What follows belongs to an exercise in optimizing a design on an open flow for small area and a short achievable clock period; a production flow would make more cautious choices. Function was checked by simulation only, so behaviour that the tests miss may differ from the original. Power and IR drop assume default switching activity.

==> flow/design.v <==
`timescale 1ns / 1ps
module StartGame(
   input wire start,
   output wire [63:0] Board
    );
   assign Board = 64'h0100_0000_0000_0010;
endmodule
`timescale 1ns / 1ps
module CheckBoard(
   input wire [63:0] slots,
   input wire [15:0] nz,
   input wire [23:0] adj_eq,
   output wire over,
   output wire full,
   output wire success
    );
   wire [15:0] is11;
   genvar k;
   generate for (k = 0; k < 16; k = k + 1) begin : g
      assign is11[k] = (slots[4*k +: 4] == 4'd11);
   end endgenerate
   assign full = &nz;
   assign success = |is11;
   assign over = full & ~(|adj_eq);
endmodule
`timescale 1ns / 1ps
module LineCtl(
   input wire [3:0] nz,
   input wire [3:0] f15,
   input wire E0, E1, E2,
   output wire s0_0, s0_1, s0_2, s0_3, s1_1, s1_2, s1_3, s2_2, s2_3, s3_3,
   output wire m0, m1, m2,
   output wire [3:0] occ
    );
   wire M0 = E0;
   wire A1 = nz[1] & M0;
   wire M1 = E1 & ~A1;
   wire A2 = nz[1] ? M1 : M0;
   wire M2 = E2 & ~A2;
   wire A3 = nz[2] ? M2 : nz[1] ? M1 : M0;
   wire K0 = nz[0] & ~(M0 & f15[0]);
   wire K1 = nz[1] & ~A1 & ~(M1 & f15[1]);
   wire K2 = nz[2] & ~A2 & ~(M2 & f15[2]);
   wire K3 = nz[3] & ~A3;
   wire b1_1 = K0;
   wire b2_1 = K0 | K1, b2_2 = K0 & K1;
   wire b3_1 = b2_1 | K2, b3_2 = b2_2 | (b2_1 & K2), b3_3 = b2_2 & K2;
   assign s0_0 = K0;
   assign s0_1 = K1 & ~b1_1;
   assign s0_2 = K2 & ~b2_1;
   assign s0_3 = K3 & ~b3_1;
   assign s1_1 = K1 & b1_1;
   assign s1_2 = K2 & b2_1 & ~b2_2;
   assign s1_3 = K3 & b3_1 & ~b3_2;
   assign s2_2 = K2 & b2_2;
   assign s2_3 = K3 & b3_2 & ~b3_3;
   assign s3_3 = K3 & b3_3;
   assign m0 = (s0_0 & M0) | (s0_1 & M1) | (s0_2 & M2);
   assign m1 = (s1_1 & M1) | (s1_2 & M2);
   assign m2 = s2_2 & M2;
   assign occ = {K3 & b3_3, b3_3 | (K3 & b3_2), b3_2 | (K3 & b3_1), b3_1 | K3};
endmodule
module Event(
   input wire [63:0] slots,
   input wire dR, dL, dU, dD,         
   input wire hold, ld, st,           
   input wire [63:0] load_board,
   input wire [63:0] init_board,
   output wire [63:0] next,           
   output wire [15:0] nz,
   output wire [23:0] adj_eq
    );
   wire [3:0] c [0:15];
   wire [15:0] f15;
   genvar k;
   generate for (k = 0; k < 16; k = k + 1) begin : gc
      assign c[k] = slots[4*k +: 4];
      assign nz[k] = |slots[4*k +: 4];
      assign f15[k] = &slots[4*k +: 4];
   end endgenerate
   wire [3:0] h0_n0 = c[1] | ({4{~nz[1]}} & (c[2] | ({4{~nz[2]}} & c[3])));
   wire [3:0] h0_n1 = c[2] | ({4{~nz[2]}} & c[3]);
   wire h0_NE0 = nz[0] & (c[0] == h0_n0);
   wire h0_NE1 = nz[1] & (c[1] == h0_n1);
   wire h0_NE2 = nz[2] & (c[2] == c[3]);
   wire h0_PE3 = nz[3] & (nz[2] ? h0_NE2 : nz[1] ? h0_NE1 : h0_NE0);
   wire h0_PE2 = nz[2] & (nz[1] ? h0_NE1 : h0_NE0);
   wire h0_PE1 = nz[1] & h0_NE0;
   wire [3:0] h1_n0 = c[5] | ({4{~nz[5]}} & (c[6] | ({4{~nz[6]}} & c[7])));
   wire [3:0] h1_n1 = c[6] | ({4{~nz[6]}} & c[7]);
   wire h1_NE0 = nz[4] & (c[4] == h1_n0);
   wire h1_NE1 = nz[5] & (c[5] == h1_n1);
   wire h1_NE2 = nz[6] & (c[6] == c[7]);
   wire h1_PE3 = nz[7] & (nz[6] ? h1_NE2 : nz[5] ? h1_NE1 : h1_NE0);
   wire h1_PE2 = nz[6] & (nz[5] ? h1_NE1 : h1_NE0);
   wire h1_PE1 = nz[5] & h1_NE0;
   wire [3:0] h2_n0 = c[9] | ({4{~nz[9]}} & (c[10] | ({4{~nz[10]}} & c[11])));
   wire [3:0] h2_n1 = c[10] | ({4{~nz[10]}} & c[11]);
   wire h2_NE0 = nz[8] & (c[8] == h2_n0);
   wire h2_NE1 = nz[9] & (c[9] == h2_n1);
   wire h2_NE2 = nz[10] & (c[10] == c[11]);
   wire h2_PE3 = nz[11] & (nz[10] ? h2_NE2 : nz[9] ? h2_NE1 : h2_NE0);
   wire h2_PE2 = nz[10] & (nz[9] ? h2_NE1 : h2_NE0);
   wire h2_PE1 = nz[9] & h2_NE0;
   wire [3:0] h3_n0 = c[13] | ({4{~nz[13]}} & (c[14] | ({4{~nz[14]}} & c[15])));
   wire [3:0] h3_n1 = c[14] | ({4{~nz[14]}} & c[15]);
   wire h3_NE0 = nz[12] & (c[12] == h3_n0);
   wire h3_NE1 = nz[13] & (c[13] == h3_n1);
   wire h3_NE2 = nz[14] & (c[14] == c[15]);
   wire h3_PE3 = nz[15] & (nz[14] ? h3_NE2 : nz[13] ? h3_NE1 : h3_NE0);
   wire h3_PE2 = nz[14] & (nz[13] ? h3_NE1 : h3_NE0);
   wire h3_PE1 = nz[13] & h3_NE0;
   wire [3:0] v0_n0 = c[4] | ({4{~nz[4]}} & (c[8] | ({4{~nz[8]}} & c[12])));
   wire [3:0] v0_n1 = c[8] | ({4{~nz[8]}} & c[12]);
   wire v0_NE0 = nz[0] & (c[0] == v0_n0);
   wire v0_NE1 = nz[4] & (c[4] == v0_n1);
   wire v0_NE2 = nz[8] & (c[8] == c[12]);
   wire v0_PE3 = nz[12] & (nz[8] ? v0_NE2 : nz[4] ? v0_NE1 : v0_NE0);
   wire v0_PE2 = nz[8] & (nz[4] ? v0_NE1 : v0_NE0);
   wire v0_PE1 = nz[4] & v0_NE0;
   wire [3:0] v1_n0 = c[5] | ({4{~nz[5]}} & (c[9] | ({4{~nz[9]}} & c[13])));
   wire [3:0] v1_n1 = c[9] | ({4{~nz[9]}} & c[13]);
   wire v1_NE0 = nz[1] & (c[1] == v1_n0);
   wire v1_NE1 = nz[5] & (c[5] == v1_n1);
   wire v1_NE2 = nz[9] & (c[9] == c[13]);
   wire v1_PE3 = nz[13] & (nz[9] ? v1_NE2 : nz[5] ? v1_NE1 : v1_NE0);
   wire v1_PE2 = nz[9] & (nz[5] ? v1_NE1 : v1_NE0);
   wire v1_PE1 = nz[5] & v1_NE0;
   wire [3:0] v2_n0 = c[6] | ({4{~nz[6]}} & (c[10] | ({4{~nz[10]}} & c[14])));
   wire [3:0] v2_n1 = c[10] | ({4{~nz[10]}} & c[14]);
   wire v2_NE0 = nz[2] & (c[2] == v2_n0);
   wire v2_NE1 = nz[6] & (c[6] == v2_n1);
   wire v2_NE2 = nz[10] & (c[10] == c[14]);
   wire v2_PE3 = nz[14] & (nz[10] ? v2_NE2 : nz[6] ? v2_NE1 : v2_NE0);
   wire v2_PE2 = nz[10] & (nz[6] ? v2_NE1 : v2_NE0);
   wire v2_PE1 = nz[6] & v2_NE0;
   wire [3:0] v3_n0 = c[7] | ({4{~nz[7]}} & (c[11] | ({4{~nz[11]}} & c[15])));
   wire [3:0] v3_n1 = c[11] | ({4{~nz[11]}} & c[15]);
   wire v3_NE0 = nz[3] & (c[3] == v3_n0);
   wire v3_NE1 = nz[7] & (c[7] == v3_n1);
   wire v3_NE2 = nz[11] & (c[11] == c[15]);
   wire v3_PE3 = nz[15] & (nz[11] ? v3_NE2 : nz[7] ? v3_NE1 : v3_NE0);
   wire v3_PE2 = nz[11] & (nz[7] ? v3_NE1 : v3_NE0);
   wire v3_PE1 = nz[7] & v3_NE0;
   assign adj_eq = {h0_NE0, h0_NE1, h0_NE2, v0_NE0, v0_NE1, v0_NE2, h1_NE0, h1_NE1, h1_NE2, v1_NE0, v1_NE1, v1_NE2, h2_NE0, h2_NE1, h2_NE2, v2_NE0, v2_NE1, v2_NE2, h3_NE0, h3_NE1, h3_NE2, v3_NE0, v3_NE1, v3_NE2};
   wire R0_s0_0,R0_s0_1,R0_s0_2,R0_s0_3,R0_s1_1,R0_s1_2,R0_s1_3,R0_s2_2,R0_s2_3,R0_s3_3;
   wire R0_m0, R0_m1, R0_m2;
   wire [3:0] R0_o;
   LineCtl uR0(.nz({nz[0], nz[1], nz[2], nz[3]}), .f15({f15[0], f15[1], f15[2], f15[3]}), .E0(h0_PE3), .E1(h0_PE2), .E2(h0_PE1),
      .s0_0(R0_s0_0), .s0_1(R0_s0_1), .s0_2(R0_s0_2), .s0_3(R0_s0_3), .s1_1(R0_s1_1), .s1_2(R0_s1_2), .s1_3(R0_s1_3), .s2_2(R0_s2_2), .s2_3(R0_s2_3), .s3_3(R0_s3_3),
      .m0(R0_m0), .m1(R0_m1), .m2(R0_m2), .occ(R0_o));
   wire R1_s0_0,R1_s0_1,R1_s0_2,R1_s0_3,R1_s1_1,R1_s1_2,R1_s1_3,R1_s2_2,R1_s2_3,R1_s3_3;
   wire R1_m0, R1_m1, R1_m2;
   wire [3:0] R1_o;
   LineCtl uR1(.nz({nz[4], nz[5], nz[6], nz[7]}), .f15({f15[4], f15[5], f15[6], f15[7]}), .E0(h1_PE3), .E1(h1_PE2), .E2(h1_PE1),
      .s0_0(R1_s0_0), .s0_1(R1_s0_1), .s0_2(R1_s0_2), .s0_3(R1_s0_3), .s1_1(R1_s1_1), .s1_2(R1_s1_2), .s1_3(R1_s1_3), .s2_2(R1_s2_2), .s2_3(R1_s2_3), .s3_3(R1_s3_3),
      .m0(R1_m0), .m1(R1_m1), .m2(R1_m2), .occ(R1_o));
   wire R2_s0_0,R2_s0_1,R2_s0_2,R2_s0_3,R2_s1_1,R2_s1_2,R2_s1_3,R2_s2_2,R2_s2_3,R2_s3_3;
   wire R2_m0, R2_m1, R2_m2;
   wire [3:0] R2_o;
   LineCtl uR2(.nz({nz[8], nz[9], nz[10], nz[11]}), .f15({f15[8], f15[9], f15[10], f15[11]}), .E0(h2_PE3), .E1(h2_PE2), .E2(h2_PE1),
      .s0_0(R2_s0_0), .s0_1(R2_s0_1), .s0_2(R2_s0_2), .s0_3(R2_s0_3), .s1_1(R2_s1_1), .s1_2(R2_s1_2), .s1_3(R2_s1_3), .s2_2(R2_s2_2), .s2_3(R2_s2_3), .s3_3(R2_s3_3),
      .m0(R2_m0), .m1(R2_m1), .m2(R2_m2), .occ(R2_o));
   wire R3_s0_0,R3_s0_1,R3_s0_2,R3_s0_3,R3_s1_1,R3_s1_2,R3_s1_3,R3_s2_2,R3_s2_3,R3_s3_3;
   wire R3_m0, R3_m1, R3_m2;
   wire [3:0] R3_o;
   LineCtl uR3(.nz({nz[12], nz[13], nz[14], nz[15]}), .f15({f15[12], f15[13], f15[14], f15[15]}), .E0(h3_PE3), .E1(h3_PE2), .E2(h3_PE1),
      .s0_0(R3_s0_0), .s0_1(R3_s0_1), .s0_2(R3_s0_2), .s0_3(R3_s0_3), .s1_1(R3_s1_1), .s1_2(R3_s1_2), .s1_3(R3_s1_3), .s2_2(R3_s2_2), .s2_3(R3_s2_3), .s3_3(R3_s3_3),
      .m0(R3_m0), .m1(R3_m1), .m2(R3_m2), .occ(R3_o));
   wire L0_s0_0,L0_s0_1,L0_s0_2,L0_s0_3,L0_s1_1,L0_s1_2,L0_s1_3,L0_s2_2,L0_s2_3,L0_s3_3;
   wire L0_m0, L0_m1, L0_m2;
   wire [3:0] L0_o;
   LineCtl uL0(.nz({nz[3], nz[2], nz[1], nz[0]}), .f15({f15[3], f15[2], f15[1], f15[0]}), .E0(h0_NE0), .E1(h0_NE1), .E2(h0_NE2),
      .s0_0(L0_s0_0), .s0_1(L0_s0_1), .s0_2(L0_s0_2), .s0_3(L0_s0_3), .s1_1(L0_s1_1), .s1_2(L0_s1_2), .s1_3(L0_s1_3), .s2_2(L0_s2_2), .s2_3(L0_s2_3), .s3_3(L0_s3_3),
      .m0(L0_m0), .m1(L0_m1), .m2(L0_m2), .occ(L0_o));
   wire L1_s0_0,L1_s0_1,L1_s0_2,L1_s0_3,L1_s1_1,L1_s1_2,L1_s1_3,L1_s2_2,L1_s2_3,L1_s3_3;
   wire L1_m0, L1_m1, L1_m2;
   wire [3:0] L1_o;
   LineCtl uL1(.nz({nz[7], nz[6], nz[5], nz[4]}), .f15({f15[7], f15[6], f15[5], f15[4]}), .E0(h1_NE0), .E1(h1_NE1), .E2(h1_NE2),
      .s0_0(L1_s0_0), .s0_1(L1_s0_1), .s0_2(L1_s0_2), .s0_3(L1_s0_3), .s1_1(L1_s1_1), .s1_2(L1_s1_2), .s1_3(L1_s1_3), .s2_2(L1_s2_2), .s2_3(L1_s2_3), .s3_3(L1_s3_3),
      .m0(L1_m0), .m1(L1_m1), .m2(L1_m2), .occ(L1_o));
   wire L2_s0_0,L2_s0_1,L2_s0_2,L2_s0_3,L2_s1_1,L2_s1_2,L2_s1_3,L2_s2_2,L2_s2_3,L2_s3_3;
   wire L2_m0, L2_m1, L2_m2;
   wire [3:0] L2_o;
   LineCtl uL2(.nz({nz[11], nz[10], nz[9], nz[8]}), .f15({f15[11], f15[10], f15[9], f15[8]}), .E0(h2_NE0), .E1(h2_NE1), .E2(h2_NE2),
      .s0_0(L2_s0_0), .s0_1(L2_s0_1), .s0_2(L2_s0_2), .s0_3(L2_s0_3), .s1_1(L2_s1_1), .s1_2(L2_s1_2), .s1_3(L2_s1_3), .s2_2(L2_s2_2), .s2_3(L2_s2_3), .s3_3(L2_s3_3),
      .m0(L2_m0), .m1(L2_m1), .m2(L2_m2), .occ(L2_o));
   wire L3_s0_0,L3_s0_1,L3_s0_2,L3_s0_3,L3_s1_1,L3_s1_2,L3_s1_3,L3_s2_2,L3_s2_3,L3_s3_3;
   wire L3_m0, L3_m1, L3_m2;
   wire [3:0] L3_o;
   LineCtl uL3(.nz({nz[15], nz[14], nz[13], nz[12]}), .f15({f15[15], f15[14], f15[13], f15[12]}), .E0(h3_NE0), .E1(h3_NE1), .E2(h3_NE2),
      .s0_0(L3_s0_0), .s0_1(L3_s0_1), .s0_2(L3_s0_2), .s0_3(L3_s0_3), .s1_1(L3_s1_1), .s1_2(L3_s1_2), .s1_3(L3_s1_3), .s2_2(L3_s2_2), .s2_3(L3_s2_3), .s3_3(L3_s3_3),
      .m0(L3_m0), .m1(L3_m1), .m2(L3_m2), .occ(L3_o));
   wire U0_s0_0,U0_s0_1,U0_s0_2,U0_s0_3,U0_s1_1,U0_s1_2,U0_s1_3,U0_s2_2,U0_s2_3,U0_s3_3;
   wire U0_m0, U0_m1, U0_m2;
   wire [3:0] U0_o;
   LineCtl uU0(.nz({nz[12], nz[8], nz[4], nz[0]}), .f15({f15[12], f15[8], f15[4], f15[0]}), .E0(v0_NE0), .E1(v0_NE1), .E2(v0_NE2),
      .s0_0(U0_s0_0), .s0_1(U0_s0_1), .s0_2(U0_s0_2), .s0_3(U0_s0_3), .s1_1(U0_s1_1), .s1_2(U0_s1_2), .s1_3(U0_s1_3), .s2_2(U0_s2_2), .s2_3(U0_s2_3), .s3_3(U0_s3_3),
      .m0(U0_m0), .m1(U0_m1), .m2(U0_m2), .occ(U0_o));
   wire U1_s0_0,U1_s0_1,U1_s0_2,U1_s0_3,U1_s1_1,U1_s1_2,U1_s1_3,U1_s2_2,U1_s2_3,U1_s3_3;
   wire U1_m0, U1_m1, U1_m2;
   wire [3:0] U1_o;
   LineCtl uU1(.nz({nz[13], nz[9], nz[5], nz[1]}), .f15({f15[13], f15[9], f15[5], f15[1]}), .E0(v1_NE0), .E1(v1_NE1), .E2(v1_NE2),
      .s0_0(U1_s0_0), .s0_1(U1_s0_1), .s0_2(U1_s0_2), .s0_3(U1_s0_3), .s1_1(U1_s1_1), .s1_2(U1_s1_2), .s1_3(U1_s1_3), .s2_2(U1_s2_2), .s2_3(U1_s2_3), .s3_3(U1_s3_3),
      .m0(U1_m0), .m1(U1_m1), .m2(U1_m2), .occ(U1_o));
   wire U2_s0_0,U2_s0_1,U2_s0_2,U2_s0_3,U2_s1_1,U2_s1_2,U2_s1_3,U2_s2_2,U2_s2_3,U2_s3_3;
   wire U2_m0, U2_m1, U2_m2;
   wire [3:0] U2_o;
   LineCtl uU2(.nz({nz[14], nz[10], nz[6], nz[2]}), .f15({f15[14], f15[10], f15[6], f15[2]}), .E0(v2_NE0), .E1(v2_NE1), .E2(v2_NE2),
      .s0_0(U2_s0_0), .s0_1(U2_s0_1), .s0_2(U2_s0_2), .s0_3(U2_s0_3), .s1_1(U2_s1_1), .s1_2(U2_s1_2), .s1_3(U2_s1_3), .s2_2(U2_s2_2), .s2_3(U2_s2_3), .s3_3(U2_s3_3),
      .m0(U2_m0), .m1(U2_m1), .m2(U2_m2), .occ(U2_o));
   wire U3_s0_0,U3_s0_1,U3_s0_2,U3_s0_3,U3_s1_1,U3_s1_2,U3_s1_3,U3_s2_2,U3_s2_3,U3_s3_3;
   wire U3_m0, U3_m1, U3_m2;
   wire [3:0] U3_o;
   LineCtl uU3(.nz({nz[15], nz[11], nz[7], nz[3]}), .f15({f15[15], f15[11], f15[7], f15[3]}), .E0(v3_NE0), .E1(v3_NE1), .E2(v3_NE2),
      .s0_0(U3_s0_0), .s0_1(U3_s0_1), .s0_2(U3_s0_2), .s0_3(U3_s0_3), .s1_1(U3_s1_1), .s1_2(U3_s1_2), .s1_3(U3_s1_3), .s2_2(U3_s2_2), .s2_3(U3_s2_3), .s3_3(U3_s3_3),
      .m0(U3_m0), .m1(U3_m1), .m2(U3_m2), .occ(U3_o));
   wire D0_s0_0,D0_s0_1,D0_s0_2,D0_s0_3,D0_s1_1,D0_s1_2,D0_s1_3,D0_s2_2,D0_s2_3,D0_s3_3;
   wire D0_m0, D0_m1, D0_m2;
   wire [3:0] D0_o;
   LineCtl uD0(.nz({nz[0], nz[4], nz[8], nz[12]}), .f15({f15[0], f15[4], f15[8], f15[12]}), .E0(v0_PE3), .E1(v0_PE2), .E2(v0_PE1),
      .s0_0(D0_s0_0), .s0_1(D0_s0_1), .s0_2(D0_s0_2), .s0_3(D0_s0_3), .s1_1(D0_s1_1), .s1_2(D0_s1_2), .s1_3(D0_s1_3), .s2_2(D0_s2_2), .s2_3(D0_s2_3), .s3_3(D0_s3_3),
      .m0(D0_m0), .m1(D0_m1), .m2(D0_m2), .occ(D0_o));
   wire D1_s0_0,D1_s0_1,D1_s0_2,D1_s0_3,D1_s1_1,D1_s1_2,D1_s1_3,D1_s2_2,D1_s2_3,D1_s3_3;
   wire D1_m0, D1_m1, D1_m2;
   wire [3:0] D1_o;
   LineCtl uD1(.nz({nz[1], nz[5], nz[9], nz[13]}), .f15({f15[1], f15[5], f15[9], f15[13]}), .E0(v1_PE3), .E1(v1_PE2), .E2(v1_PE1),
      .s0_0(D1_s0_0), .s0_1(D1_s0_1), .s0_2(D1_s0_2), .s0_3(D1_s0_3), .s1_1(D1_s1_1), .s1_2(D1_s1_2), .s1_3(D1_s1_3), .s2_2(D1_s2_2), .s2_3(D1_s2_3), .s3_3(D1_s3_3),
      .m0(D1_m0), .m1(D1_m1), .m2(D1_m2), .occ(D1_o));
   wire D2_s0_0,D2_s0_1,D2_s0_2,D2_s0_3,D2_s1_1,D2_s1_2,D2_s1_3,D2_s2_2,D2_s2_3,D2_s3_3;
   wire D2_m0, D2_m1, D2_m2;
   wire [3:0] D2_o;
   LineCtl uD2(.nz({nz[2], nz[6], nz[10], nz[14]}), .f15({f15[2], f15[6], f15[10], f15[14]}), .E0(v2_PE3), .E1(v2_PE2), .E2(v2_PE1),
      .s0_0(D2_s0_0), .s0_1(D2_s0_1), .s0_2(D2_s0_2), .s0_3(D2_s0_3), .s1_1(D2_s1_1), .s1_2(D2_s1_2), .s1_3(D2_s1_3), .s2_2(D2_s2_2), .s2_3(D2_s2_3), .s3_3(D2_s3_3),
      .m0(D2_m0), .m1(D2_m1), .m2(D2_m2), .occ(D2_o));
   wire D3_s0_0,D3_s0_1,D3_s0_2,D3_s0_3,D3_s1_1,D3_s1_2,D3_s1_3,D3_s2_2,D3_s2_3,D3_s3_3;
   wire D3_m0, D3_m1, D3_m2;
   wire [3:0] D3_o;
   LineCtl uD3(.nz({nz[3], nz[7], nz[11], nz[15]}), .f15({f15[3], f15[7], f15[11], f15[15]}), .E0(v3_PE3), .E1(v3_PE2), .E2(v3_PE1),
      .s0_0(D3_s0_0), .s0_1(D3_s0_1), .s0_2(D3_s0_2), .s0_3(D3_s0_3), .s1_1(D3_s1_1), .s1_2(D3_s1_2), .s1_3(D3_s1_3), .s2_2(D3_s2_2), .s2_3(D3_s2_3), .s3_3(D3_s3_3),
      .m0(D3_m0), .m1(D3_m1), .m2(D3_m2), .occ(D3_o));
   wire [15:0] occR = {R3_o[0], R3_o[1], R3_o[2], R3_o[3], R2_o[0], R2_o[1], R2_o[2], R2_o[3], R1_o[0], R1_o[1], R1_o[2], R1_o[3], R0_o[0], R0_o[1], R0_o[2], R0_o[3]};
   wire [15:0] occL = {L3_o[3], L3_o[2], L3_o[1], L3_o[0], L2_o[3], L2_o[2], L2_o[1], L2_o[0], L1_o[3], L1_o[2], L1_o[1], L1_o[0], L0_o[3], L0_o[2], L0_o[1], L0_o[0]};
   wire [15:0] occU = {U3_o[3], U2_o[3], U1_o[3], U0_o[3], U3_o[2], U2_o[2], U1_o[2], U0_o[2], U3_o[1], U2_o[1], U1_o[1], U0_o[1], U3_o[0], U2_o[0], U1_o[0], U0_o[0]};
   wire [15:0] occD = {D3_o[0], D2_o[0], D1_o[0], D0_o[0], D3_o[1], D2_o[1], D1_o[1], D0_o[1], D3_o[2], D2_o[2], D1_o[2], D0_o[2], D3_o[3], D2_o[3], D1_o[3], D0_o[3]};
   function [15:0] first_empty(input [15:0] o);
      integer i;
      reg f;
      begin
         f = 1'b1;
         for (i = 0; i < 16; i = i + 1) begin
            first_empty[i] = f & ~o[i];
            f = f & o[i];
         end
      end
   endfunction
   wire [3:0] fR = first_empty({12'hfff, occR[12], occR[8], occR[4], occR[0]});
   wire [15:0] tR = {3'b000, fR[3], 3'b000, fR[2], 3'b000, fR[1], 3'b000, fR[0]};
   wire [15:0] tD = {12'h000, first_empty({12'hfff, occD[3:0]})};
   wire [15:0] tL = first_empty(occL);
   wire [15:0] tU = first_empty(occU);
   wire g0_0 = (dR & R0_s3_3) | (dL & L0_s0_0) | (dU & U0_s0_0) | (dD & D0_s3_3) | hold;
   wire g0_1 = (dL & L0_s0_1);
   wire g0_2 = (dL & L0_s0_2);
   wire g0_3 = (dL & L0_s0_3);
   wire g0_4 = (dU & U0_s0_1);
   wire g0_8 = (dU & U0_s0_2);
   wire g0_12 = (dU & U0_s0_3);
   wire [3:0] sel0 = ({4{g0_0}} & c[0]) | ({4{g0_1}} & c[1]) | ({4{g0_2}} & c[2]) | ({4{g0_3}} & c[3]) | ({4{g0_4}} & c[4]) | ({4{g0_8}} & c[8]) | ({4{g0_12}} & c[12]) | ({4{ld}} & load_board[3:0]);
   wire mg0 = (dL & L0_m0) | (dU & U0_m0);
   wire t0 = (dR & tR[0]) | (dL & tL[0]) | (dU & tU[0]) | (dD & tD[0]);
   assign next[3:0] = (sel0 + {3'b000, mg0}) | {3'b000, t0} | ({4{st}} & init_board[3:0]);
   wire g1_0 = (dR & R0_s2_3);
   wire g1_1 = (dR & R0_s2_2) | (dL & L0_s1_1) | (dU & U1_s0_0) | (dD & D1_s3_3) | hold;
   wire g1_2 = (dL & L0_s1_2);
   wire g1_3 = (dL & L0_s1_3);
   wire g1_5 = (dU & U1_s0_1);
   wire g1_9 = (dU & U1_s0_2);
   wire g1_13 = (dU & U1_s0_3);
   wire [3:0] sel1 = ({4{g1_0}} & c[0]) | ({4{g1_1}} & c[1]) | ({4{g1_2}} & c[2]) | ({4{g1_3}} & c[3]) | ({4{g1_5}} & c[5]) | ({4{g1_9}} & c[9]) | ({4{g1_13}} & c[13]) | ({4{ld}} & load_board[7:4]);
   wire mg1 = (dR & R0_m2) | (dL & L0_m1) | (dU & U1_m0);
   wire t1 = (dR & tR[1]) | (dL & tL[1]) | (dU & tU[1]) | (dD & tD[1]);
   assign next[7:4] = (sel1 + {3'b000, mg1}) | {3'b000, t1} | ({4{st}} & init_board[7:4]);
   wire g2_0 = (dR & R0_s1_3);
   wire g2_1 = (dR & R0_s1_2);
   wire g2_2 = (dR & R0_s1_1) | (dL & L0_s2_2) | (dU & U2_s0_0) | (dD & D2_s3_3) | hold;
   wire g2_3 = (dL & L0_s2_3);
   wire g2_6 = (dU & U2_s0_1);
   wire g2_10 = (dU & U2_s0_2);
   wire g2_14 = (dU & U2_s0_3);
   wire [3:0] sel2 = ({4{g2_0}} & c[0]) | ({4{g2_1}} & c[1]) | ({4{g2_2}} & c[2]) | ({4{g2_3}} & c[3]) | ({4{g2_6}} & c[6]) | ({4{g2_10}} & c[10]) | ({4{g2_14}} & c[14]) | ({4{ld}} & load_board[11:8]);
   wire mg2 = (dR & R0_m1) | (dL & L0_m2) | (dU & U2_m0);
   wire t2 = (dR & tR[2]) | (dL & tL[2]) | (dU & tU[2]) | (dD & tD[2]);
   assign next[11:8] = (sel2 + {3'b000, mg2}) | {3'b000, t2} | ({4{st}} & init_board[11:8]);
   wire g3_0 = (dR & R0_s0_3);
   wire g3_1 = (dR & R0_s0_2);
   wire g3_2 = (dR & R0_s0_1);
   wire g3_3 = (dR & R0_s0_0) | (dL & L0_s3_3) | (dU & U3_s0_0) | (dD & D3_s3_3) | hold;
   wire g3_7 = (dU & U3_s0_1);
   wire g3_11 = (dU & U3_s0_2);
   wire g3_15 = (dU & U3_s0_3);
   wire [3:0] sel3 = ({4{g3_0}} & c[0]) | ({4{g3_1}} & c[1]) | ({4{g3_2}} & c[2]) | ({4{g3_3}} & c[3]) | ({4{g3_7}} & c[7]) | ({4{g3_11}} & c[11]) | ({4{g3_15}} & c[15]) | ({4{ld}} & load_board[15:12]);
   wire mg3 = (dR & R0_m0) | (dU & U3_m0);
   wire t3 = (dR & tR[3]) | (dL & tL[3]) | (dU & tU[3]) | (dD & tD[3]);
   assign next[15:12] = (sel3 + {3'b000, mg3}) | {3'b000, t3} | ({4{st}} & init_board[15:12]);
   wire g4_0 = (dD & D0_s2_3);
   wire g4_4 = (dR & R1_s3_3) | (dL & L1_s0_0) | (dU & U0_s1_1) | (dD & D0_s2_2) | hold;
   wire g4_5 = (dL & L1_s0_1);
   wire g4_6 = (dL & L1_s0_2);
   wire g4_7 = (dL & L1_s0_3);
   wire g4_8 = (dU & U0_s1_2);
   wire g4_12 = (dU & U0_s1_3);
   wire [3:0] sel4 = ({4{g4_0}} & c[0]) | ({4{g4_4}} & c[4]) | ({4{g4_5}} & c[5]) | ({4{g4_6}} & c[6]) | ({4{g4_7}} & c[7]) | ({4{g4_8}} & c[8]) | ({4{g4_12}} & c[12]) | ({4{ld}} & load_board[19:16]);
   wire mg4 = (dL & L1_m0) | (dU & U0_m1) | (dD & D0_m2);
   wire t4 = (dR & tR[4]) | (dL & tL[4]) | (dU & tU[4]) | (dD & tD[4]);
   assign next[19:16] = (sel4 + {3'b000, mg4}) | {3'b000, t4} | ({4{st}} & init_board[19:16]);
   wire g5_1 = (dD & D1_s2_3);
   wire g5_4 = (dR & R1_s2_3);
   wire g5_5 = (dR & R1_s2_2) | (dL & L1_s1_1) | (dU & U1_s1_1) | (dD & D1_s2_2) | hold;
   wire g5_6 = (dL & L1_s1_2);
   wire g5_7 = (dL & L1_s1_3);
   wire g5_9 = (dU & U1_s1_2);
   wire g5_13 = (dU & U1_s1_3);
   wire [3:0] sel5 = ({4{g5_1}} & c[1]) | ({4{g5_4}} & c[4]) | ({4{g5_5}} & c[5]) | ({4{g5_6}} & c[6]) | ({4{g5_7}} & c[7]) | ({4{g5_9}} & c[9]) | ({4{g5_13}} & c[13]) | ({4{ld}} & load_board[23:20]);
   wire mg5 = (dR & R1_m2) | (dL & L1_m1) | (dU & U1_m1) | (dD & D1_m2);
   wire t5 = (dR & tR[5]) | (dL & tL[5]) | (dU & tU[5]) | (dD & tD[5]);
   assign next[23:20] = (sel5 + {3'b000, mg5}) | {3'b000, t5} | ({4{st}} & init_board[23:20]);
   wire g6_2 = (dD & D2_s2_3);
   wire g6_4 = (dR & R1_s1_3);
   wire g6_5 = (dR & R1_s1_2);
   wire g6_6 = (dR & R1_s1_1) | (dL & L1_s2_2) | (dU & U2_s1_1) | (dD & D2_s2_2) | hold;
   wire g6_7 = (dL & L1_s2_3);
   wire g6_10 = (dU & U2_s1_2);
   wire g6_14 = (dU & U2_s1_3);
   wire [3:0] sel6 = ({4{g6_2}} & c[2]) | ({4{g6_4}} & c[4]) | ({4{g6_5}} & c[5]) | ({4{g6_6}} & c[6]) | ({4{g6_7}} & c[7]) | ({4{g6_10}} & c[10]) | ({4{g6_14}} & c[14]) | ({4{ld}} & load_board[27:24]);
   wire mg6 = (dR & R1_m1) | (dL & L1_m2) | (dU & U2_m1) | (dD & D2_m2);
   wire t6 = (dR & tR[6]) | (dL & tL[6]) | (dU & tU[6]) | (dD & tD[6]);
   assign next[27:24] = (sel6 + {3'b000, mg6}) | {3'b000, t6} | ({4{st}} & init_board[27:24]);
   wire g7_3 = (dD & D3_s2_3);
   wire g7_4 = (dR & R1_s0_3);
   wire g7_5 = (dR & R1_s0_2);
   wire g7_6 = (dR & R1_s0_1);
   wire g7_7 = (dR & R1_s0_0) | (dL & L1_s3_3) | (dU & U3_s1_1) | (dD & D3_s2_2) | hold;
   wire g7_11 = (dU & U3_s1_2);
   wire g7_15 = (dU & U3_s1_3);
   wire [3:0] sel7 = ({4{g7_3}} & c[3]) | ({4{g7_4}} & c[4]) | ({4{g7_5}} & c[5]) | ({4{g7_6}} & c[6]) | ({4{g7_7}} & c[7]) | ({4{g7_11}} & c[11]) | ({4{g7_15}} & c[15]) | ({4{ld}} & load_board[31:28]);
   wire mg7 = (dR & R1_m0) | (dU & U3_m1) | (dD & D3_m2);
   wire t7 = (dR & tR[7]) | (dL & tL[7]) | (dU & tU[7]) | (dD & tD[7]);
   assign next[31:28] = (sel7 + {3'b000, mg7}) | {3'b000, t7} | ({4{st}} & init_board[31:28]);
   wire g8_0 = (dD & D0_s1_3);
   wire g8_4 = (dD & D0_s1_2);
   wire g8_8 = (dR & R2_s3_3) | (dL & L2_s0_0) | (dU & U0_s2_2) | (dD & D0_s1_1) | hold;
   wire g8_9 = (dL & L2_s0_1);
   wire g8_10 = (dL & L2_s0_2);
   wire g8_11 = (dL & L2_s0_3);
   wire g8_12 = (dU & U0_s2_3);
   wire [3:0] sel8 = ({4{g8_0}} & c[0]) | ({4{g8_4}} & c[4]) | ({4{g8_8}} & c[8]) | ({4{g8_9}} & c[9]) | ({4{g8_10}} & c[10]) | ({4{g8_11}} & c[11]) | ({4{g8_12}} & c[12]) | ({4{ld}} & load_board[35:32]);
   wire mg8 = (dL & L2_m0) | (dU & U0_m2) | (dD & D0_m1);
   wire t8 = (dR & tR[8]) | (dL & tL[8]) | (dU & tU[8]) | (dD & tD[8]);
   assign next[35:32] = (sel8 + {3'b000, mg8}) | {3'b000, t8} | ({4{st}} & init_board[35:32]);
   wire g9_1 = (dD & D1_s1_3);
   wire g9_5 = (dD & D1_s1_2);
   wire g9_8 = (dR & R2_s2_3);
   wire g9_9 = (dR & R2_s2_2) | (dL & L2_s1_1) | (dU & U1_s2_2) | (dD & D1_s1_1) | hold;
   wire g9_10 = (dL & L2_s1_2);
   wire g9_11 = (dL & L2_s1_3);
   wire g9_13 = (dU & U1_s2_3);
   wire [3:0] sel9 = ({4{g9_1}} & c[1]) | ({4{g9_5}} & c[5]) | ({4{g9_8}} & c[8]) | ({4{g9_9}} & c[9]) | ({4{g9_10}} & c[10]) | ({4{g9_11}} & c[11]) | ({4{g9_13}} & c[13]) | ({4{ld}} & load_board[39:36]);
   wire mg9 = (dR & R2_m2) | (dL & L2_m1) | (dU & U1_m2) | (dD & D1_m1);
   wire t9 = (dR & tR[9]) | (dL & tL[9]) | (dU & tU[9]) | (dD & tD[9]);
   assign next[39:36] = (sel9 + {3'b000, mg9}) | {3'b000, t9} | ({4{st}} & init_board[39:36]);
   wire g10_2 = (dD & D2_s1_3);
   wire g10_6 = (dD & D2_s1_2);
   wire g10_8 = (dR & R2_s1_3);
   wire g10_9 = (dR & R2_s1_2);
   wire g10_10 = (dR & R2_s1_1) | (dL & L2_s2_2) | (dU & U2_s2_2) | (dD & D2_s1_1) | hold;
   wire g10_11 = (dL & L2_s2_3);
   wire g10_14 = (dU & U2_s2_3);
   wire [3:0] sel10 = ({4{g10_2}} & c[2]) | ({4{g10_6}} & c[6]) | ({4{g10_8}} & c[8]) | ({4{g10_9}} & c[9]) | ({4{g10_10}} & c[10]) | ({4{g10_11}} & c[11]) | ({4{g10_14}} & c[14]) | ({4{ld}} & load_board[43:40]);
   wire mg10 = (dR & R2_m1) | (dL & L2_m2) | (dU & U2_m2) | (dD & D2_m1);
   wire t10 = (dR & tR[10]) | (dL & tL[10]) | (dU & tU[10]) | (dD & tD[10]);
   assign next[43:40] = (sel10 + {3'b000, mg10}) | {3'b000, t10} | ({4{st}} & init_board[43:40]);
   wire g11_3 = (dD & D3_s1_3);
   wire g11_7 = (dD & D3_s1_2);
   wire g11_8 = (dR & R2_s0_3);
   wire g11_9 = (dR & R2_s0_2);
   wire g11_10 = (dR & R2_s0_1);
   wire g11_11 = (dR & R2_s0_0) | (dL & L2_s3_3) | (dU & U3_s2_2) | (dD & D3_s1_1) | hold;
   wire g11_15 = (dU & U3_s2_3);
   wire [3:0] sel11 = ({4{g11_3}} & c[3]) | ({4{g11_7}} & c[7]) | ({4{g11_8}} & c[8]) | ({4{g11_9}} & c[9]) | ({4{g11_10}} & c[10]) | ({4{g11_11}} & c[11]) | ({4{g11_15}} & c[15]) | ({4{ld}} & load_board[47:44]);
   wire mg11 = (dR & R2_m0) | (dU & U3_m2) | (dD & D3_m1);
   wire t11 = (dR & tR[11]) | (dL & tL[11]) | (dU & tU[11]) | (dD & tD[11]);
   assign next[47:44] = (sel11 + {3'b000, mg11}) | {3'b000, t11} | ({4{st}} & init_board[47:44]);
   wire g12_0 = (dD & D0_s0_3);
   wire g12_4 = (dD & D0_s0_2);
   wire g12_8 = (dD & D0_s0_1);
   wire g12_12 = (dR & R3_s3_3) | (dL & L3_s0_0) | (dU & U0_s3_3) | (dD & D0_s0_0) | hold;
   wire g12_13 = (dL & L3_s0_1);
   wire g12_14 = (dL & L3_s0_2);
   wire g12_15 = (dL & L3_s0_3);
   wire [3:0] sel12 = ({4{g12_0}} & c[0]) | ({4{g12_4}} & c[4]) | ({4{g12_8}} & c[8]) | ({4{g12_12}} & c[12]) | ({4{g12_13}} & c[13]) | ({4{g12_14}} & c[14]) | ({4{g12_15}} & c[15]) | ({4{ld}} & load_board[51:48]);
   wire mg12 = (dL & L3_m0) | (dD & D0_m0);
   wire t12 = (dR & tR[12]) | (dL & tL[12]) | (dU & tU[12]) | (dD & tD[12]);
   assign next[51:48] = (sel12 + {3'b000, mg12}) | {3'b000, t12} | ({4{st}} & init_board[51:48]);
   wire g13_1 = (dD & D1_s0_3);
   wire g13_5 = (dD & D1_s0_2);
   wire g13_9 = (dD & D1_s0_1);
   wire g13_12 = (dR & R3_s2_3);
   wire g13_13 = (dR & R3_s2_2) | (dL & L3_s1_1) | (dU & U1_s3_3) | (dD & D1_s0_0) | hold;
   wire g13_14 = (dL & L3_s1_2);
   wire g13_15 = (dL & L3_s1_3);
   wire [3:0] sel13 = ({4{g13_1}} & c[1]) | ({4{g13_5}} & c[5]) | ({4{g13_9}} & c[9]) | ({4{g13_12}} & c[12]) | ({4{g13_13}} & c[13]) | ({4{g13_14}} & c[14]) | ({4{g13_15}} & c[15]) | ({4{ld}} & load_board[55:52]);
   wire mg13 = (dR & R3_m2) | (dL & L3_m1) | (dD & D1_m0);
   wire t13 = (dR & tR[13]) | (dL & tL[13]) | (dU & tU[13]) | (dD & tD[13]);
   assign next[55:52] = (sel13 + {3'b000, mg13}) | {3'b000, t13} | ({4{st}} & init_board[55:52]);
   wire g14_2 = (dD & D2_s0_3);
   wire g14_6 = (dD & D2_s0_2);
   wire g14_10 = (dD & D2_s0_1);
   wire g14_12 = (dR & R3_s1_3);
   wire g14_13 = (dR & R3_s1_2);
   wire g14_14 = (dR & R3_s1_1) | (dL & L3_s2_2) | (dU & U2_s3_3) | (dD & D2_s0_0) | hold;
   wire g14_15 = (dL & L3_s2_3);
   wire [3:0] sel14 = ({4{g14_2}} & c[2]) | ({4{g14_6}} & c[6]) | ({4{g14_10}} & c[10]) | ({4{g14_12}} & c[12]) | ({4{g14_13}} & c[13]) | ({4{g14_14}} & c[14]) | ({4{g14_15}} & c[15]) | ({4{ld}} & load_board[59:56]);
   wire mg14 = (dR & R3_m1) | (dL & L3_m2) | (dD & D2_m0);
   wire t14 = (dR & tR[14]) | (dL & tL[14]) | (dU & tU[14]) | (dD & tD[14]);
   assign next[59:56] = (sel14 + {3'b000, mg14}) | {3'b000, t14} | ({4{st}} & init_board[59:56]);
   wire g15_3 = (dD & D3_s0_3);
   wire g15_7 = (dD & D3_s0_2);
   wire g15_11 = (dD & D3_s0_1);
   wire g15_12 = (dR & R3_s0_3);
   wire g15_13 = (dR & R3_s0_2);
   wire g15_14 = (dR & R3_s0_1);
   wire g15_15 = (dR & R3_s0_0) | (dL & L3_s3_3) | (dU & U3_s3_3) | (dD & D3_s0_0) | hold;
   wire [3:0] sel15 = ({4{g15_3}} & c[3]) | ({4{g15_7}} & c[7]) | ({4{g15_11}} & c[11]) | ({4{g15_12}} & c[12]) | ({4{g15_13}} & c[13]) | ({4{g15_14}} & c[14]) | ({4{g15_15}} & c[15]) | ({4{ld}} & load_board[63:60]);
   wire mg15 = (dR & R3_m0) | (dD & D3_m0);
   wire t15 = (dR & tR[15]) | (dL & tL[15]) | (dU & tU[15]) | (dD & tD[15]);
   assign next[63:60] = (sel15 + {3'b000, mg15}) | {3'b000, t15} | ({4{st}} & init_board[63:60]);
endmodule
`timescale 1ns / 1ps
module game_2048(
   input wire clk,
   input wire [3:0] btn,
   input wire start,
   input wire load,
   input wire [63:0] load_board,
   output wire [63:0] Board_out,
   output wire full,
   output wire ifEnd,
   output wire success
    );
   reg [63:0] temp;
   wire [63:0] InitialBoard;
   wire [63:0] next;
   wire [15:0] nz;
   wire [23:0] adj_eq;
   wire st = start;
   wire ld = ~start & load;
   wire mv = ~start & ~load;
   wire dR = mv & btn[0];
   wire dL = mv & ~btn[0] & btn[1];
   wire dU = mv & ~btn[0] & ~btn[1] & btn[2];
   wire dD = mv & ~btn[0] & ~btn[1] & ~btn[2] & btn[3];
   wire hold = mv & ~(|btn);
   StartGame d0(.start(start), .Board(InitialBoard));
   Event d1(.slots(temp), .dR(dR), .dL(dL), .dU(dU), .dD(dD), .hold(hold), .ld(ld), .st(st),
            .load_board(load_board), .init_board(InitialBoard), .next(next), .nz(nz), .adj_eq(adj_eq));
   CheckBoard d2(.slots(temp), .nz(nz), .adj_eq(adj_eq), .over(ifEnd), .full(full), .success(success));
   always @(posedge clk)
      temp <= next;
   assign Board_out = temp;
endmodule
==> flow/flow/run.sh <==
#!/bin/bash
# Layout flow: the standard flow with small port buffers and a timing repair
# that aims for 6 ns of setup slack (the clock period and constraints are unchanged).
export BUFFER_PORTS_ARGS="-buffer_cell sky130_fd_sc_hd__buf_1"
export SETUP_SLACK_MARGIN=6
bash standard.sh > standard.log 2>&1
==> flow/standard.sh <==
#!/bin/bash
# synth_recipe.tcl (not shown) runs the flow's synth.tcl, then flattens the netlist and writes it again
# the make line also repeats each setting of config.mk as NAME=value (left out here)
make -C /OpenROAD-flow-scripts/flow DESIGN_CONFIG=/design/flow/config.mk WORK_HOME=/design/flow/orfs CLKGATE_MAP_FILE= SYNTH_SCRIPT=/design/flow/synth_recipe.tcl "${@:-finish}"
==> flow/config.mk <==
export PLATFORM = sky130hd
export DESIGN_NAME = game_2048
export DESIGN_NICKNAME = game_2048
export VERILOG_FILES = /design/flow/design.v
export SDC_FILE = /design/flow/constraint.sdc
export NUM_CORES = 4
export LEC_CHECK = 0
export ABC_AREA = 1
export CAP_MARGIN = 20
export CORE_MARGIN = 2
export CORE_UTILIZATION = 40
export SLEW_MARGIN = 20
==> flow/constraint.sdc <==
create_clock -name core_clock -period 11.0 [get_ports {clk}]
set_input_delay 2.2000 -clock core_clock [delete_from_list [all_inputs] [get_ports {clk}]]
set_output_delay 2.2000 -clock core_clock [all_outputs]
set_load 0.01 [all_outputs]
==> results of run 1 <==
-- Yosys cell counts (all sizes together) (4+ instances only) --
| master | number |
|---|---|
| o221ai | 8 |
| clkinv | 14 |
| inv | 278 |
| buf | 65 |
| a211oi | 14 |
| dfxtp | 64 |
| or2 | 6 |
| nor2 | 375 |
| o2111ai | 22 |
| nand3 | 309 |
| ha | 32 |
| a21oi | 90 |
| o22ai | 18 |
| o21ai | 68 |
| clkbuf | 29 |
| o21bai | 4 |
| a31oi | 6 |
| a22oi | 5 |
| nor3 | 83 |
| a221oi | 7 |
| xor2 | 32 |
| o311ai | 4 |
| nand4 | 136 |
| nor4 | 12 |
| nand3b | 10 |
| nand2 | 855 |
| o211ai | 24 |
-- layer usage --
layer / routed length, um / vias to the layer above / global-route usage / share of wire
met2: 37600 / 1849 / 0.713 / 0.39
met1: 35300 / 9517 / 0.638 / 0.37
li1: - / 8999 / - / -
met3: 14500 / 495 / 0.191 / 0.15
met4: 8540 / 4 / 0.370 / 0.089
met5: 26 / - / 0 / 0.00027
-- how the worst max path moves through the flow --
stage | depth (start not counted) | startpoint | end
after detailed placement | 13 | start | temp[14]$_DFF_P_
after floorplan | 10 | temp[3]$_DFF_P_ | ifEnd
final | 9 | temp[37]$_DFF_P_ | ifEnd
after CTS | 12 | temp[26]$_DFF_P_ | ifEnd
after global routing | 16 | temp[43]$_DFF_P_ | ifEnd
after global placement | 13 | start | temp[14]$_DFF_P_
-- final cells by class --
class | instances | area [um^2]
diodes | 3 | 7.51
clock buffers | 9 | 225
clock inverters | 6 | 109
fillers | 3919 | 18900
inverters | 292 | 1240
multi-input cells | 2142 | 11500
flip-flops and latches | 64 | 1360
well taps | 461 | 577
repair buffers | 236 | 1390
-- kinds of logic (layout without fill, tap and decap cells) --
logic type	after synthesis	after routing	synth area share
compound gates	284	284	0.128
xor+xnor	35	35	0.0225
fa+ha+maj	32	32	0.0281
buf+inv	386	543	0.119
flops	64	64	0.0898
other cells	0	3	0
simple gates	1791	1791	0.613
-- repair_timing --
action / CTS / global route
resized for setup: 110 / 45
setup endpoints to repair: 57 / 43
endpoints found under the hold margin: 0 / 0
buffers inserted: 32 / 18
pin swaps: 9 / 8
-- stage by stage --
stage	hold WS [ns]	power [mW]	setup WS, ns
CTS	0.704	2.08	5.87
detailed placement	0.784	1.65	5.07
finish	0.725	2.20	5.78
floorplan	0.704	1.19	6.35
global placement	0.754	1.65	5.06
global route	0.770	2.26	5.81
-- critical path, cell delays in order, from the launching register on --
cell and delay (ns):
dfxtp_2 0.67, inv_1 0.28, nand2_1 0.27, nand3_1 0.22, a21oi_1 0.27, nor2_4 0.08
nand3_4 0.15, nand4_1 0.16, nor4_4 0.32, buf_2 0.20
-- where the power goes --
part | internal, mW | switching [mW]
registers | 0.255 | 0.0697
logic | 0.371 | 1.12
clock network | 0.220 | 0.160
total | 0.847 | 1.35
-- layout by cell type, fill, tap and decap left out, drive strengths merged, types with 2 or more instances in the layout --
cell      synthesis  routed
buf              65     236
nor2            375     375
o21bai            4       4
dfxtp            64      64
or2               6       6
a22oi             5       5
o22ai            18      18
nand2           855     855
o221ai            8       8
o2bb2ai           2       2
clkinv           14      15
clkbuf           29       9
bufinv            0       3
o21ai            68      68
xor2             32      32
nor3b             2       2
o32ai             2       2
a21oi            90      90
o31ai             2       2
nand3           309     309
a211oi           14      14
a31oi             6       6
ha               32      32
a221oi            7       7
o311ai            4       4
inv             278     265
diode             0       3
clkinvlp          0      15
nand4           136     136
nor4             12      12
nor3             83      83
xnor2             3       3
o2111ai          22      22
nand3b           10      10
o211ai           24      24
==> impl_metrics.yaml, run 1 <==
status:
  status: "timing/DRC/antenna clean"
grt:
  grt_max_degree: 44
  antenna_found_initial: 3
  grt_overflow: 0
  grt_use_total: 0.511
  grt_first_pass_wirelength_mm: 133
  first_global_vias: 18837
clocking:
  cts_tree: "built"
  htreeDepth: 3
  numClockSinks: 64
  ctsHoldBuffers: 0
  cts_made_buffers: 9
  cts_buffer_depth: 2
  cts-root-buf: "clkbuf_16"
  clk_pin_slew_worst_paths_ns: 0.07
  insertion_delay_ns: 0.42
sta:
  hold_viol: 0
  finClkSkew_ns: 0.0299
  finalCritPeriodShare: 0.475
  setup_viol_count_final: 0
  worstMarginPinSlew_ns: 1.04
  slew_headroom: 0.302
  setup_tns_ns: 0
  clock.fmax_mhz: 192
  slew_viol_final: 0
  period_needed_ns: 5.22
  rsz0062_at_grt: "true"
cells_and_area:
  largestRegisters: "temp x64"
  nets: 2848
  fin_util: 0.463
  fin_cells: 3213
  area_growth_pct: 14.6
  largest_reg_flops: 64
  regMostFlops: "temp"
  fin_area_mm2: 0.0164
  drive_gt1_frac: 0.179
synth:
  syn_nets: 2695
  ys_top_cells_by_area: "nand2_1 (20%), nand3_1 (9.1%), dfxtp_1 (9.0%)"
  synth_top_cell_by_area: "nand2_1"
  yosysTopAreaCellShare: 0.205
  synth_cell_type_count: 74
  ys_seq_elements: 64
  synthCells: 2592
  synth_seq_area_share: 0.0898
  synthFlopType: "dfxtp_1"
  synth_enable_flop_cells: 0
  syn_area_mm2: 0.0143
  syn_avg_cell_area_um2: 5.51
  async_flop_share: 0
  yosys_warnings: 2
detailed_routing:
  avgRoutedWirePerCell_um: 29.9
  ant_nets: 0
  vias: 20864
  initialDrtViolationCount: 3116
  drc: 0
  dr.pass1.iters: 7
  viasPerCell: 6.49
  routed_wl_mm: 96.0
place:
  port_buffers: 137
  place_inst: 3145
  dp_hpwl_mm: 73.7
  routabilityCongestion: 1.14
  placed_cell_area_mm2: 0.0152
critical_path:
  crit-reg2reg-launch: "temp[37]$_DFF_P_"
  crit-reg2reg-capture: "temp[32]$_DFF_P_"
  critPathKind: "flip-flop to primary output"
  crit_arrival_ns: 3.02
  crit_fanout: 11
  reg2reg_slack_ns: 6.35
  r2r_cells: 21
  cp-start-kind: "flip-flop"
  worst-endpoint-required_ns: 8.80
  critPathCaptureType: "primary output"
die:
  fp.dieH_um: 193
  num_rows: 69
  core-area_mm2: 0.0353
  io-pin-count: 138
  fp.dieArea_mm2: 0.0372
  initial_utilization: 0.404
  fp.dieW_um: 193
worst_hold_path:
  hold_class: "flip-flop to flip-flop"
  min_from: "temp[3]$_DFF_P_"
  holdPathStages: 4
  hold_path_end: "temp[3]$_DFF_P_"
job:
  drv_cap: 0
pwr:
  peakVddDrop_mv: 0.0968
  p_per_area_mw_per_mm2: 134
  p_leak_nw: 7.57
==> run 2: changes to the inputs <==
--- a/flow/config.mk
+++ b/flow/config.mk
@@ -11,2 +11,3 @@
 export CORE_UTILIZATION = 40
+export PLACE_DENSITY = 0.75
 export SLEW_MARGIN = 20
==> run 2 against run 1 <==
  * Highest routed layer is now met4
  * Still clean on timing, DRC and antenna
  * Flip-flop and latch count unchanged
  * Design area increased by 3.4%
  * Critical endpoint unchanged
  * Via count increased by 1.6%
  * Clock skew decreased by 0.017 ns
  * Synthesized cell count unchanged
  * Hold slack got worse by 0.081 ns
  * Largest power group unchanged
  * Global-route usage decreased by 2.9 points
==> impl_metrics.yaml, run 2 <==
pwr:
  internal_power_mw: 0.817
  swShare: 0.619
  p_per_area_mw_per_mm2: 127
  finalPower_mw: 2.14
  netSwitchingPower_mw: 1.33
  p_leak_nw: 7.85
  seqPwrFrac: 0.145
  clock_power_share: 0.142
  comb_power_share: 0.713
  peakVddDrop_mv: 0.0965
cells_and_area:
  regMostFlops: "temp"
  fin_util: 0.479
  fin_cells: 3279
  largestRegisters: "temp x64"
  fin_area_mm2: 0.0169
  final_common_cell: "nand2_1"
  largest_reg_flops: 64
  layout_common_cells: "nand2_1 (772), nor2_1 (309), nand3_1 (256)"
  area_growth_pct: 18.6
  nets: 2908
  drive_gt1_frac: 0.198
detailed_routing:
  drc: 0
  routed_wl_mm: 91.2
  viasPerCell: 6.47
  ant_nets: 0
  initialDrtViolationCount: 3317
  dr.pass1.iters: 7
  avgRoutedWirePerCell_um: 27.8
  vias: 21202
critical_path:
  reg2reg_slack_ns: 6.46
  slowest_delay_ns: 0.55
  critPathCaptureType: "primary output"
  crit-reg2reg-capture: "temp[16]$_DFF_P_"
  path_delay_family: "simple AND/OR/NAND/NOR gates"
  crit_arrival_ns: 2.92
  crit_path_end: "ifEnd"
  crit_chain: "inv_1 > nand2_1 > a22o_1 > nor3_2 > nand2_1 > nand4_1 > a211oi_2 > nand4_1 > nor4_4 > buf_2"
  crit-reg2reg-launch: "temp[24]$_DFF_P_"
  cp-startpoint: "temp[37]$_DFF_P_"
  worst-endpoint-required_ns: 8.80
  crit_fanout: 11
  cp-start-kind: "flip-flop"
  cp.depth: 10
  r2r_cells: 23
  critPathKind: "flip-flop to primary output"
  cp_slowest_cell: "dfxtp_4"
  path_buf_inv: 2
sta:
  setup_tns_ns: 0
  fin_hold_ws_ns: 0.644
  slew_viol_final: 0
  finClkSkew_ns: 0.0134
  period_needed_ns: 5.12
  fin_ws_ns: 5.88
  clock.fmax_mhz: 195
  finalCritPeriodShare: 0.466
  slew_headroom: 0.318
  setup_viol_count_final: 0
  worstMarginPinSlew_ns: 1.02
  hold_viol: 0
  rsz0062_at_grt: "true"
die:
  io-pin-count: 138
  num_rows: 69
  core-area_mm2: 0.0353
  initial_utilization: 0.404
  fp.dieW_um: 193
  fp.dieArea_mm2: 0.0372
  fp.dieH_um: 193
clocking:
  htreeDepth: 3
  cts_made_buffers: 9
  insertion_delay_ns: 0.41
  numClockSinks: 64
  cts_buffer_depth: 2
  cts-root-buf: "clkbuf_16"
  cts_tree: "built"
  ctsHoldBuffers: 0
  clk_pin_slew_worst_paths_ns: 0.07
status:
  status: "timing/DRC/antenna clean"
grt:
  antenna_found_initial: 5
  grt_max_degree: 41
  grt_first_pass_wirelength_mm: 128
  first_global_vias: 18706
  grt_overflow: 0
  grt_use_total: 0.483
synth:
  post-synth-top-count-cell: "nand2_1"
  synth_commonest_cells: "nand2_1 (778), nor2_1 (312), nand3_1 (259)"
  synth_cell_type_count: 74
  synth_top_cell_by_area: "nand2_1"
  synthFlopType: "dfxtp_1"
  syn_avg_cell_area_um2: 5.51
  synth_enable_flop_cells: 0
  syn_area_mm2: 0.0143
  syn_nets: 2695
  synth_seq_area_share: 0.0898
  ys_top_cells_by_area: "nand2_1 (20%), nand3_1 (9.1%), dfxtp_1 (9.0%)"
  ys_seq_elements: 64
  yosys_warnings: 2
  synthCells: 2592
  async_flop_share: 0
  yosysTopAreaCellShare: 0.205
place:
  place_inst: 3142
  pre_cts_slack_ns: 5.27
  port_buffers: 137
  routabilityCongestion: 1.15
  placed_cell_area_mm2: 0.0152
  dp_hpwl_mm: 68.2
job:
  drv_cap: 0
worst_hold_path:
  hold_class: "flip-flop to flip-flop"
## run 2: cell counts after synthesis
No cell type changed its count.
## run 2: cell families after synthesis
kind of cell | synth area share
and+or+nand+nor | 0.613
buffers and inverters | 0.119
AOI/OAI and AO/OA | 0.128
DFF | 0.0898
xor gates and xnor gates | 0.0225
adders and majority gates | 0.0281
## run 2: tightest hold or removal path: stages, from the launching register on
cell and delay, ns:
dfxtp_4 0.37, nand2_1 0.06, nand2_1 0.07, nand2_1 0.07, nand2_1 0.04
## run 2: metal layers
layer | up-vias | wire length [um] | GRT usage
li1 | 9140 | - | -
met1 | 9555 | 32600 | 0.597
met2 | 1969 | 34800 | 0.664
met3 | 538 | 15500 | 0.204
met4 | 0 | 8400 | 0.342
met5 | - | 0 | 0.00137
## run 2: power groups by stage
stage | logic, mW | registers, mW | clock network [mW]
after global placement | 1.31 | 0.316 | 0
final | 1.53 | 0.311 | 0.305
after global routing | 1.59 | 0.310 | 0.310
after CTS | 1.34 | 0.315 | 0.298
after floorplan | 0.910 | 0.285 | 0
after detailed placement | 1.30 | 0.316 | 0
## run 2: final cells by class
cell class | instances | area (um^2)
fill | 3845 | 18400
multi-input combinational | 2143 | 11500
timing repair buffer | 295 | 1880
sequential | 64 | 1410
inverter | 292 | 1310
tap | 461 | 577
clock buffer | 11 | 233
clock inverter | 4 | 32.5
antenna | 9 | 22.5
## run 2: timing repair
action	4_1_cts	5_1_grt
pin swaps	7	16
gates resized for setup	106	87
buffers inserted	40	72
endpoints found under the setup margin	39	34
gates cloned	0	1
## run 2: worst min path at each step
stage	start	end	slack [ns]	cells past startpoint
6_report	temp[3]$_DFF_P_	temp[3]$_DFF_P_	0.64	4
5_1_grt	temp[3]$_DFF_P_	temp[3]$_DFF_P_	0.68	4
4_1_cts	temp[3]$_DFF_P_	temp[3]$_DFF_P_	0.70	4
3_5_place_dp	temp[3]$_DFF_P_	temp[3]$_DFF_P_	0.83	4
3_3_place_gp	temp[3]$_DFF_P_	temp[3]$_DFF_P_	0.82	4
2_1_floorplan	temp[15]$_DFF_P_	temp[47]$_DFF_P_	0.70	3
==> run 3: changes to the inputs <==
--- a/flow/config.mk
+++ b/flow/config.mk
@@ -10,4 +10,3 @@
 export CORE_MARGIN = 2
-export CORE_UTILIZATION = 40
-export PLACE_DENSITY = 0.75
+export CORE_UTILIZATION = 50
 export SLEW_MARGIN = 20
==> run 3 against run 2 <==
  * Sequential power barely moved
  * Global-route usage rose by 9.2 points
  * Combinational power barely moved
  * Via count rose by 2.0%
  * Hold slack improved by 0.046 ns
  * Critical path depth rose by 3
  * Largest cell class unchanged
  * Sequential share of layout area rose by 0.077 points
  * Setup slack got worse by 0.0083 ns
  * Register-to-register slack got worse by 0.09 ns
  * Clock power rose by about 20%
  * Largest power group unchanged
==> impl_metrics.yaml, run 3 <==
sta:
  setup_tns_ns: 0
  worstMarginPinSlew_ns: 1.06
  fin_hold_ws_ns: 0.690
  rsz0062_at_grt: "true"
  period_needed_ns: 5.13
  slew_viol_final: 0
  setup_viol_count_final: 0
  slew_headroom: 0.293
  finClkSkew_ns: 0.0160
  hold_viol: 0
  finalCritPeriodShare: 0.467
  clock.fmax_mhz: 195
  fin_ws_ns: 5.87
synth:
  synth_seq_area_share: 0.0898
  synth_cell_type_count: 74
  ys_top_cells_by_area: "nand2_1 (20%), nand3_1 (9.1%), dfxtp_1 (9.0%)"
  synthFlopType: "dfxtp_1"
  syn_avg_cell_area_um2: 5.51
  syn_nets: 2695
  synthSimpleGateAreaFrac: 0.613
  synth_top_family_by_area: "simple AND/OR/NAND/NOR gates"
  synth_compound_gate_area_share: 0.128
  synth-adder-area-share: 0.0281
  synth_commonest_cells: "nand2_1 (778), nor2_1 (312), nand3_1 (259)"
  yosysTopAreaCellShare: 0.205
  synth_mux_area_frac: 0
  async_flop_share: 0
  synthCells: 2592
  synth_top_cell_by_area: "nand2_1"
  ys_seq_elements: 64
  synth_enable_flop_cells: 0
  synth-xor-area-share: 0.0225
  syn_area_mm2: 0.0143
  yosys_warnings: 2
  post-synth-top-count-cell: "nand2_1"
cells_and_area:
  fin_cells: 3138
  final_common_cell: "nand2_1"
  area_growth_pct: 14.8
  nets: 2855
  layout_common_cells: "nand2_1 (768), nor2_1 (307), nand3_1 (255)"
  regMostFlops: "temp"
  fillCellCount: 2842
  drive_gt1_frac: 0.182
  largest_reg_flops: 64
  largestRegisters: "temp x64"
  fin_util: 0.586
  fin_area_mm2: 0.0164
clocking:
  ctsHoldBuffers: 0
  cts_buffer_depth: 2
  clk_pin_slew_worst_paths_ns: 0.07
  insertion_delay_ns: 0.39
  cts_tree: "built"
  cts_made_buffers: 9
  htreeDepth: 3
  numClockSinks: 64
  cts-root-buf: "clkbuf_16"
pwr:
  peakVddDrop_mv: 0.0987
  p_leak_nw: 7.64
  finalPower_mw: 2.17
  p_per_area_mw_per_mm2: 133
grt:
  grt_overflow: 0
  antenna_found_initial: 3
  first_global_vias: 19578
  grt_first_pass_wirelength_mm: 127
  grt_use_total: 0.575
  grt_max_degree: 45
status:
  status: "timing/DRC/antenna clean"
place:
  pre_cts_slack_ns: 5.00
  dp_hpwl_mm: 67.8
  placed_cell_area_mm2: 0.0151
  routabilityCongestion: 1.15
  place_inst: 3060
  port_buffers: 137
die:
  fp.dieW_um: 173
  fp.dieH_um: 173
  io-pin-count: 138
  num_rows: 61
  fp.dieArea_mm2: 0.0299
  initial_utilization: 0.511
  core-area_mm2: 0.0279
critical_path:
  critPathCaptureType: "primary output"
  cp-start-kind: "flip-flop"
  crit_fanout: 9
  critPathKind: "flip-flop to primary output"
  crit_arrival_ns: 2.93
  worst-endpoint-required_ns: 8.80
detailed_routing:
  drc: 0
  routed_wl_mm: 90.6
  avgRoutedWirePerCell_um: 28.9
  dr.pass1.iters: 33
  ant_nets: 0
  viasPerCell: 6.89
  initialDrtViolationCount: 4446
  vias: 21619
worst_hold_path:
  hold_class: "flip-flop to flip-flop"
job:
  drv_cap: 0
[run 3: changes by cell type in the layout (fill, tap and decap cells not counted), moves of 3 or more]
cell        change
nand3_2         +3
dfxtp_4         -9
inv_8           -4
buf_12          -3
buf_4          -49
clkinvlp_4      -3
nand2_1         -4
diode_2         -6
clkinv_2        +5
dfxtp_1         +8
nor2_2          +3
[run 3: final cells by class]
class / count / area (um^2) / area share
Antenna cell: 3 / 7.51 / 0.000458
Clock buffer: 11 / 253 / 0.0154
Clock inverter: 5 / 86.3 / 0.00527
Inverter: 292 / 1250 / 0.0762
Multi-Input combinational cell: 2142 / 11500 / 0.701
Sequential cell: 64 / 1380 / 0.0840
Tap cell: 378 / 473 / 0.0289
Timing Repair Buffer: 243 / 1460 / 0.0891
[run 3: kinds of logic after synthesis]
| family | count (synthesis) |
|---|---|
| buf+inv | 386 |
| xor+xnor | 35 |
| flops | 64 |
| compound gates | 284 |
| fa+ha+maj | 32 |
| simple gates | 1791 |
[run 3: routing by layer]
metal / GRT usage / wire [um]
met4: 0.482 / 10500
met2: 0.774 / 32900
met1: 0.671 / 29900
met3: 0.290 / 17200
met5: 0.0160 / 151
[run 3: where the power goes]
| part | switching (mW) | internal, mW |
|---|---|---|
| Combinational | 1.12 | 0.375 |
| Sequential | 0.0581 | 0.254 |
| Clock | 0.153 | 0.214 |
| Total | 1.33 | 0.842 |
[run 3: critical path: stages (launching register included)]
cell and delay [ns]:
dfxtp_1 0.33, buf_6 0.24, clkinv_4 0.19, nand3_4 0.16
inv_2 0.10, nand2_1 0.12, nand3_2 0.17, nand2_1 0.11
nand2_1 0.06, and3_1 0.20, nand3_2 0.14, nand4_1 0.17
nor4_4 0.32, buf_2 0.20
[run 3: worst paths after layout]
path,startpoint,endpoint,slack (ns),cells after the start
hold / removal,temp[3]$_DFF_P_,temp[3]$_DFF_P_,0.69,4
setup reg to reg,temp[36]$_DFF_P_,temp[32]$_DFF_P_,6.37,21
setup / recovery,temp[10]$_DFF_P_,ifEnd,5.87,13
hold reg to reg,temp[3]$_DFF_P_,temp[3]$_DFF_P_,0.69,4
[run 3: timing repair]
item	in CTS	in global routing
buffers inserted	49	10
gates resized for setup	100	69
hold endpoints to repair	0	0
setup endpoints to repair	61	46
pin swaps	10	11

==> static timing again, ports no longer ideal <==
Ports are ideal in the flow. The routed layouts listed here were re-timed in OpenROAD.
Step 1 assumes that a clkbuf_16 drives the clock port and a buf_2 every other input.
Step 2 times the ports against the registers' clock, not the clock port: input delays grow and output delays shrink by t, the midpoint of the rising clock arrivals with the driver on.
Three values: ideal ports, drivers, drivers and shift; two values: the first two.
run | t (ns) | setup slack, ns | hold WS [ns]
run 1 | 0.460 | 5.779 / 5.723 / 5.695 | 0.725 / 0.725 / 0.725
run 2 | 0.455 | 5.876 / 5.824 / 5.623 | 0.644 / 0.644 / 0.644
run 3 | 0.435 | 5.867 / 5.812 / 5.571 | 0.690 / 0.690 / 0.690
After both steps every run listed still meets setup and hold. The setup slack of run 3, which loses most, moves by -0.055 ns with the drivers and by -0.296 ns with both steps.
